From an optimization exercise on the open Yosys and OpenROAD flow, aimed at small area, a short achievable clock period and few clock cycles; shortcuts taken in it are not production practice. In this exercise RTL edits were held to simulation tests only and were not proved equivalent to the original. Power and IR drop assume default switching activity.

==> flow/design.v (outline; a module is shown in full before it is edited, if it fits) <==
// module conv_acc: 1362 lines
// module csa_fa: 4 lines
module conv_acc(
    input         clk,
    input         rst_n,
    input         in_valid,
    input  [31:0] in_data,
    output        in_ready,
    output        out_valid,
    output [19:0] out_data
);
  // ...
==> flow/flow/run.sh <==
#!/bin/bash
set -euo pipefail
export SETUP_SLACK_MARGIN=6.2
export BUFFER_PORTS_ARGS="-buffer_cell sky130_fd_sc_hd__buf_2"
bash standard.sh > standard.log 2>&1
==> flow/standard.sh <==
#!/bin/bash
# synth_recipe.tcl (not shown) runs the flow's synth.tcl, then flattens the netlist and writes it again
# the make line also repeats each setting of config.mk as NAME=value (left out here)
make -C /OpenROAD-flow-scripts/flow DESIGN_CONFIG=/design/flow/config.mk WORK_HOME=/design/flow/orfs CLKGATE_MAP_FILE= SYNTH_SCRIPT=/design/flow/synth_recipe.tcl "${@:-finish}"
==> flow/config.mk <==
export PLATFORM = sky130hd
export DESIGN_NAME = conv_acc
export DESIGN_NICKNAME = conv_acc
export VERILOG_FILES = /design/flow/design.v
export SDC_FILE = /design/flow/constraint.sdc
export NUM_CORES = 4
export LEC_CHECK = 0
export ABC_AREA = 1
export CAP_MARGIN = 20
export CORE_MARGIN = 2
export CORE_UTILIZATION = 55
export CTS_CLUSTER_DIAMETER = 100
export CTS_CLUSTER_SIZE = 24
export PLACE_DENSITY = 0.65
export SLEW_MARGIN = 20
export SYNTH_HIERARCHICAL = 1
export SYNTH_MINIMUM_KEEP_SIZE = 0
==> flow/constraint.sdc <==
create_clock -name core_clock -period 9.0 [get_ports {clk}]
set_input_delay 1.8000 -clock core_clock [delete_from_list [all_inputs] [get_ports {clk}]]
set_output_delay 1.8000 -clock core_clock [all_outputs]
set_load 0.01 [all_outputs]
==> flow_metrics.env, run 1 <==
export IMPL_nClkBuffers=63
export IMPL_route_detailed_drc=0
export IMPL_antenna_found_initial=5
export IMPL_status="timing/DRC/antenna clean"
export IMPL_seqPwrFrac=0.490
export IMPL_combPwrFrac=0.301
export IMPL_largest_class="sequential cells"
export IMPL_area_growth_pct=10.0
export IMPL_grt_pass1_vias=23900
export IMPL_synth_area_leader_cell="dfxtp_1"
export IMPL_wl_um=106000
export IMPL_setup_slack_ps=6070
export IMPL_core_sq_um=64700
export IMPL_grtUsageTotal=0.316
export IMPL_area_share_nonclk_buffers=0.0235
export IMPL_seq_area_frac_synth=0.547
export IMPL_met1_length_um=42100
export IMPL_avgSynthCellArea_sq_um=11.1
export IMPL_timing_rr_end="o[108]$_DFF_P_"
export IMPL_setup_viol=0
export IMPL_synthSimpleGateAreaFrac=0.147
export IMPL_synthTopCellsByCount="nand2_1, dfxtp_1, fa_1"
export IMPL_die_y_um=260
export IMPL_drtIter0Drc=2632
export IMPL_critical_path_max_stage_delay_ps=360
export IMPL_tns_ps=0
export IMPL_yosys_area_top_type_share=0.457
export IMPL_multi_input_area_sq_um=15800
export IMPL_fin_worst_skew_ps=27.7
export IMPL_grt_overflow_total=0
export IMPL_postCtsHoldBufs=0
export IMPL_largest_registers="rx: 224 flops, ry: 224 flops, o: 104 flops"
export IMPL_grt_max_degree=73
Testbench counts, summed over its fixed seeds: cycles 19,304.
==> run 2, diff against run 1 <==
--- a/flow/design.v
+++ b/flow/design.v
@@ -81,17 +81,18 @@
         end
         nxt = {st_n, wph_n, phase_n, col_n, row_n, rot_n, fl_n, fpos_n,
                (~st_n | (rot_n == 6'd0)) & ((phase_n == 2'd3) | (wph_n & (col_n == 5'd8))),
                ~st_n | (rot_n == 6'd0)};
     end
 endfunction
 wire [27:0] nx1 = nxt(1'b1, started, wph, phase, col, row, rot, fl, fpos, canr);
 wire [27:0] nx0 = nxt(1'b0, started, wph, phase, col, row, rot, fl, fpos, canr);
-wire [27:0] nx  = in_valid ? nx1 : nx0;
+wire [27:0] nx;
+state_mux u_state_mux (.s(in_valid), .a(nx1), .b(nx0), .y(nx));    
 always @(posedge clk or negedge rst_n) begin
     if (!rst_n) begin
         {started, wph, phase, col, row, rot, fl, fpos, rdy, canr} <= {1'b0, 1'b1, 25'd0, 1'b1};
     end else begin
         {started, wph, phase, col, row, rot, fl, fpos, rdy, canr} <= nx;
     end
 end
 assign in_ready = rdy;
@@ -1356,12 +1357,15 @@
 csa_fa u_t3_w147 (.a(t3_w106), .b(t3_w107), .c(t3_w57), .s(t3_w147), .co(t3_w148));
 csa_fa u_t3_w149 (.a(t3_w108), .b(t3_w109), .c(t3_w61), .s(t3_w149), .co(t3_w150));
 csa_fa u_t3_w151 (.a(t3_w110), .b(t3_w111), .c(t3_w65), .s(t3_w151), .co(t3_w152));
 csa_fa u_t3_w153 (.a(t3_w112), .b(t3_w113), .c(t3_w69), .s(t3_w153), .co(t3_w154));
 csa_fa u_t3_w155 (.a(t3_w114), .b(t3_w115), .c(t3_w73), .s(t3_w155), .co(t3_w156));
 csa_fa u_t3_w157 (.a(t3_w116), .b(t3_w117), .c(t3_w77), .s(t3_w157), .co(t3_w158));
 assign fin = {t3_w157, t3_w155, t3_w153, t3_w151, t3_w149, t3_w147, t3_w145, t3_w143, t3_w141, t3_w139, t3_w137, t3_w135, t3_w133, t3_w131, t3_w129, t3_w127, t3_w125, t3_w123, t3_w121, o[100], t3_w156, t3_w154, t3_w152, t3_w150, t3_w148, t3_w146, t3_w144, t3_w142, t3_w140, t3_w138, t3_w136, t3_w134, t3_w132, t3_w130, t3_w128, t3_w126, t3_w124, t3_w122, t3_w120, t3_w119};
 endmodule
+module state_mux(input s, input [27:0] a, input [27:0] b, output [27:0] y);
+assign y = s ? a : b;
+endmodule
 module csa_fa(input a, input b, input c, output s, output co);
 assign s = a ^ b ^ c;
 assign co = (a & b) | (a & c) | (b & c);
 endmodule
==> flow/config.mk (replaced) <==
export PLATFORM = sky130hd
export DESIGN_NAME = conv_acc
export DESIGN_NICKNAME = conv_acc
export VERILOG_FILES = /design/flow/design.v
export SDC_FILE = /design/flow/constraint.sdc
export NUM_CORES = 4
export LEC_CHECK = 0
export ABC_AREA = 1
export CAP_MARGIN = 20
export CORE_MARGIN = 2
export CORE_UTILIZATION = 65
export CTS_CLUSTER_DIAMETER = 100
export CTS_CLUSTER_SIZE = 24
export PLACE_DENSITY = 0.72
export SLEW_MARGIN = 20
export SYNTH_HIERARCHICAL = 1
export SYNTH_MINIMUM_KEEP_SIZE = 0
==> run 2 against run 1 <==
Effect of this change: largest power group unchanged; still clean on timing, DRC and antenna; maximum frequency decreased by 0.24%; critical endpoint unchanged; sequential cell count unchanged; sequential power increased by 7.8%.
==> flow_metrics.env, run 2 <==
export IMPL_dr_pass1_iters=21
export IMPL_switchingPower_mw=4.77
export IMPL_grt_pass1_vias=25700
export IMPL_cp_top_family="flip-flops"
export IMPL_hold_class="reg2reg"
export IMPL_synth_warnings=9
export IMPL_die_area_sq_um=58400
export IMPL_internal_power_mw=8.04
export IMPL_fin_cells=4301
export IMPL_drive_gt1_frac=0.0999
export IMPL_fin_worst_skew_ps=29.2
export IMPL_setup_viol=0
export IMPL_io_pins=57
export IMPL_timing_rr_start="p3_0[1]$_DFF_P_"
export IMPL_synth_compound_area_frac=0.0449
export IMPL_syn_area_sq_um=36700
export IMPL_wl_um=106000
export IMPL_synth_area_leader_cell="dfxtp_1"
export IMPL_synth_top_family_by_area="adder cells"
export IMPL_core_sq_um=56100
export IMPL_dpl_instance_area_sq_um=37700
export IMPL_clockBufferDepth=3
export IMPL_num_vias=25500
export IMPL_power_leakage_nw=17.8
export IMPL_area_growth_pct=9.58
export IMPL_layout_common_cells="nand2_1, dfxtp_1, fa_1"
export IMPL_synthTopCellsByCount="nand2_1, dfxtp_1, fa_1"
export IMPL_timing_max_cap_violations=0
export IMPL_tns_ps=0
export IMPL_grt_max_degree=73
export IMPL_critPathSlowestCell="dfrtp_1"
export IMPL_end_kind="primary output"
export IMPL_min_from="ry[20][5]$_DFF_P_"
export IMPL_ant_nets=0
export IMPL_grt_overflow_total=0
export IMPL_netlist_instances=3404
export IMPL_largest_registers="rx: 224 flops, ry: 224 flops, o: 104 flops"
export IMPL_timing_rr_end="o[107]$_DFF_P_"
export IMPL_start_util=0.654
export IMPL_gp_congestion=1.01
export IMPL_cts_root_buf="clkbuf_16"
export IMPL_antenna_found_initial=3
export IMPL_grt_setup_unrepaired="true"
export IMPL_cts_buffers=46
export IMPL_path_cells="buf_2"
export IMPL_min_delay_path_depth=0
export IMPL_yosys_area_top_type_share=0.451
export IMPL_hold_violations=0
export IMPL_crit_type="reg2out"
export IMPL_avgSynthCellArea_sq_um=10.8
export IMPL_min_period_ps=2940
export IMPL_viasPerCell=5.93
export IMPL_finish_instance_area_sq_um=40200
export IMPL_muxShareOfSynthArea=0
export IMPL_seq_area_frac_synth=0.540
export IMPL_critical_path_max_stage_delay_ps=360
export IMPL_htreeDepth=2
export IMPL_maxSlewHeadroom=0.191
export IMPL_clkTransAtPathRegs_ps=90
export IMPL_synthSimpleGateAreaFrac=0.157
export IMPL_synth_edff_count=80
export IMPL_hold_path_end="ry[21][5]$_DFF_P_"
export IMPL_dominantRegCellSynth="dfxtp_1"
export IMPL_cp_start_kind="register"
export IMPL_critPathRequiredTime_ps=7200
export IMPL_die_w_um=242
export IMPL_ys_ff_latch=940
export IMPL_final_util=0.717
export IMPL_crit_arrival_ps=1140
export IMPL_fmax_ghz=0.340
export IMPL_worst_r2r_setup_slack_ps=6110
export IMPL_fin_crit_sh=0.326
export IMPL_seqPwrFrac=0.476
export IMPL_nets=3981
export IMPL_cp_buffers_inverters=1
export IMPL_power_density_nw_per_um2=319
export IMPL_route_detailed_drc=0
export IMPL_wl_per_cell_um=24.7
export IMPL_path_max_fanout=1
export IMPL_r2r_cells=5
export IMPL_dp_cells=4158
export IMPL_grtUsageTotal=0.364
export IMPL_final_common_cell="nand2_1"
export IMPL_ys_async_sr_fraction=0.0362
export IMPL_synth_area_top_cells="dfxtp_1, fa_1, nand2_1"
export IMPL_grt_pass1_wl_um=157000
export IMPL_cts_sinks=940
export IMPL_yosysMostFrequentCell="nand2_1"
export IMPL_clockPowerShare=0.179
export IMPL_switching_share=0.373
export IMPL_final_max_slew_viol_count=0
export IMPL_postCtsHoldBufs=0
export IMPL_clkLatencyLatePin_ps=650
export IMPL_synthAdderAreaFrac=0.216
export IMPL_io_buffers=56
export IMPL_ir_worst_vdd_mv=0.293
export IMPL_die_y_um=242
export IMPL_cts_tree="yes"
export IMPL_hpwl_um=75400
export IMPL_combPwrFrac=0.345
export IMPL_drtIter0Drc=3142
export IMPL_ys_types=44
export IMPL_synth_xor_area_frac=0.00979
export IMPL_num_rows=87
export IMPL_status="timing/DRC/antenna clean"
export IMPL_tightest_slew_ps=1210
-- run 2: worst max path at each step --
stage / startpoint / to / slack (ps) / cells after the start
2_1_floorplan: en[0]$_DFF_P_ / r1[68]$_DFF_P_ / 6340 / 8
3_3_place_gp: in_valid / cm2_1$_DFF_P_ / 5340 / 6
3_5_place_dp: in_valid / bot1$_DFF_P_ / 5270 / 6
6_report: rdy$_DFF_PN0_ / in_ready / 6060 / 1
5_1_grt: rdy$_DFF_PN0_ / in_ready / 6010 / 1
4_1_cts: rdy$_DFF_PN0_ / in_ready / 6060 / 1
-- run 2: cells by family (layout without fill, tap and decap cells) --
family / after synthesis / count (layout)
simple gates: 1437 / 1437
fa+ha+maj: 427 / 427
xor+xnor: 41 / 41
buf+inv: 301 / 418
flops: 940 / 940
compound gates: 257 / 257
other cells: 1 / 25
-- run 2: per-layer routing --
layer | global-route usage | routed length (um) | share of wire
met5 | 0 | 13 | 0.00012
met4 | 0.200 | 7580 | 0.071
met3 | 0.0951 | 11900 | 0.11
met2 | 0.581 | 48600 | 0.46
met1 | 0.457 | 38200 | 0.36
-- run 2: repair_timing --
item                       4_1_cts  5_1_grt
setup endpoints to repair      120       96
pin swaps                        5       28
resized for setup               74      108
setup buffers                   15       54
-- run 2: final cells by class --
| type | instances | area [sq um] |
|---|---|---|
| fill | 3836 | 15900 |
| inverter | 196 | 791 |
| antenna | 2 | 5.00 |
| multi-input combinational | 2185 | 16200 |
| timing repair buffer | 150 | 1130 |
| clock inverter | 8 | 114 |
| tap | 756 | 946 |
| sequential | 940 | 19800 |
| clock buffer | 64 | 1220 |
-- run 2: power by group through the flow --
stage                     combinational (mW)  sequential, mW  clock [mW]
after floorplan                         2.60            5.81           0
after detailed placement                4.07            6.14           0
after CTS                               4.19            6.07        2.32
final                                   4.42            6.10        2.29
after global placement                  3.87            6.07           0
after global routing                    4.83            6.18        2.48
-- run 2: modules after synthesis (local to each module, per instance) --
module | cells inside | times used
state_mux | 90 | 1
csa_fa | 1 | 339
conv_acc | 2975 | 1
-- run 2: stage by stage --
stage               hold slack (ps)  total power [mW]  setup slack (ps)
finish                          323              12.8              6060
detailed placement              312              10.2              5270
global route                    335              13.5              6010
floorplan                       310              8.41              6340
global placement                310              9.94              5340
CTS                             328              12.6              6060
Testbench counts of run 2, summed over its fixed seeds: cycles 19,304.

[separate check: timing with driven ports]
How much do the figures lean on ideal ports? The routed layouts below were timed once more, with nothing changed but the port constraints.
Step 1 sets driving cells, clkbuf_16 on the clock port and buf_2 on the other inputs (assumed; they add their load-dependent delay and slew).
Step 2 also shifts input and output timing later by t, the mid clock arrival at the registers, as if the neighbouring blocks saw the same clock.
a / b / c = no drivers / after step 1 / after step 2; a / b = the first two.
| run | shift t [ns] | setup WS [ns] | latest minus earliest clock arrival (ns) | worst data-port slew with drivers (ns) |
|---|---|---|---|---|
| run 1 | 0.695 | 6.070 / 6.003 / 5.799 | 0.031 / 0.031 | 0.03 |
| run 2 | 0.700 | 6.063 / 6.000 / 5.724 | 0.029 / 0.029 | 0.04 |
After both steps every run listed still meets setup and hold. The setup slack of run 2, which loses most, moves by -0.063 ns with the drivers and by -0.339 ns with both steps.
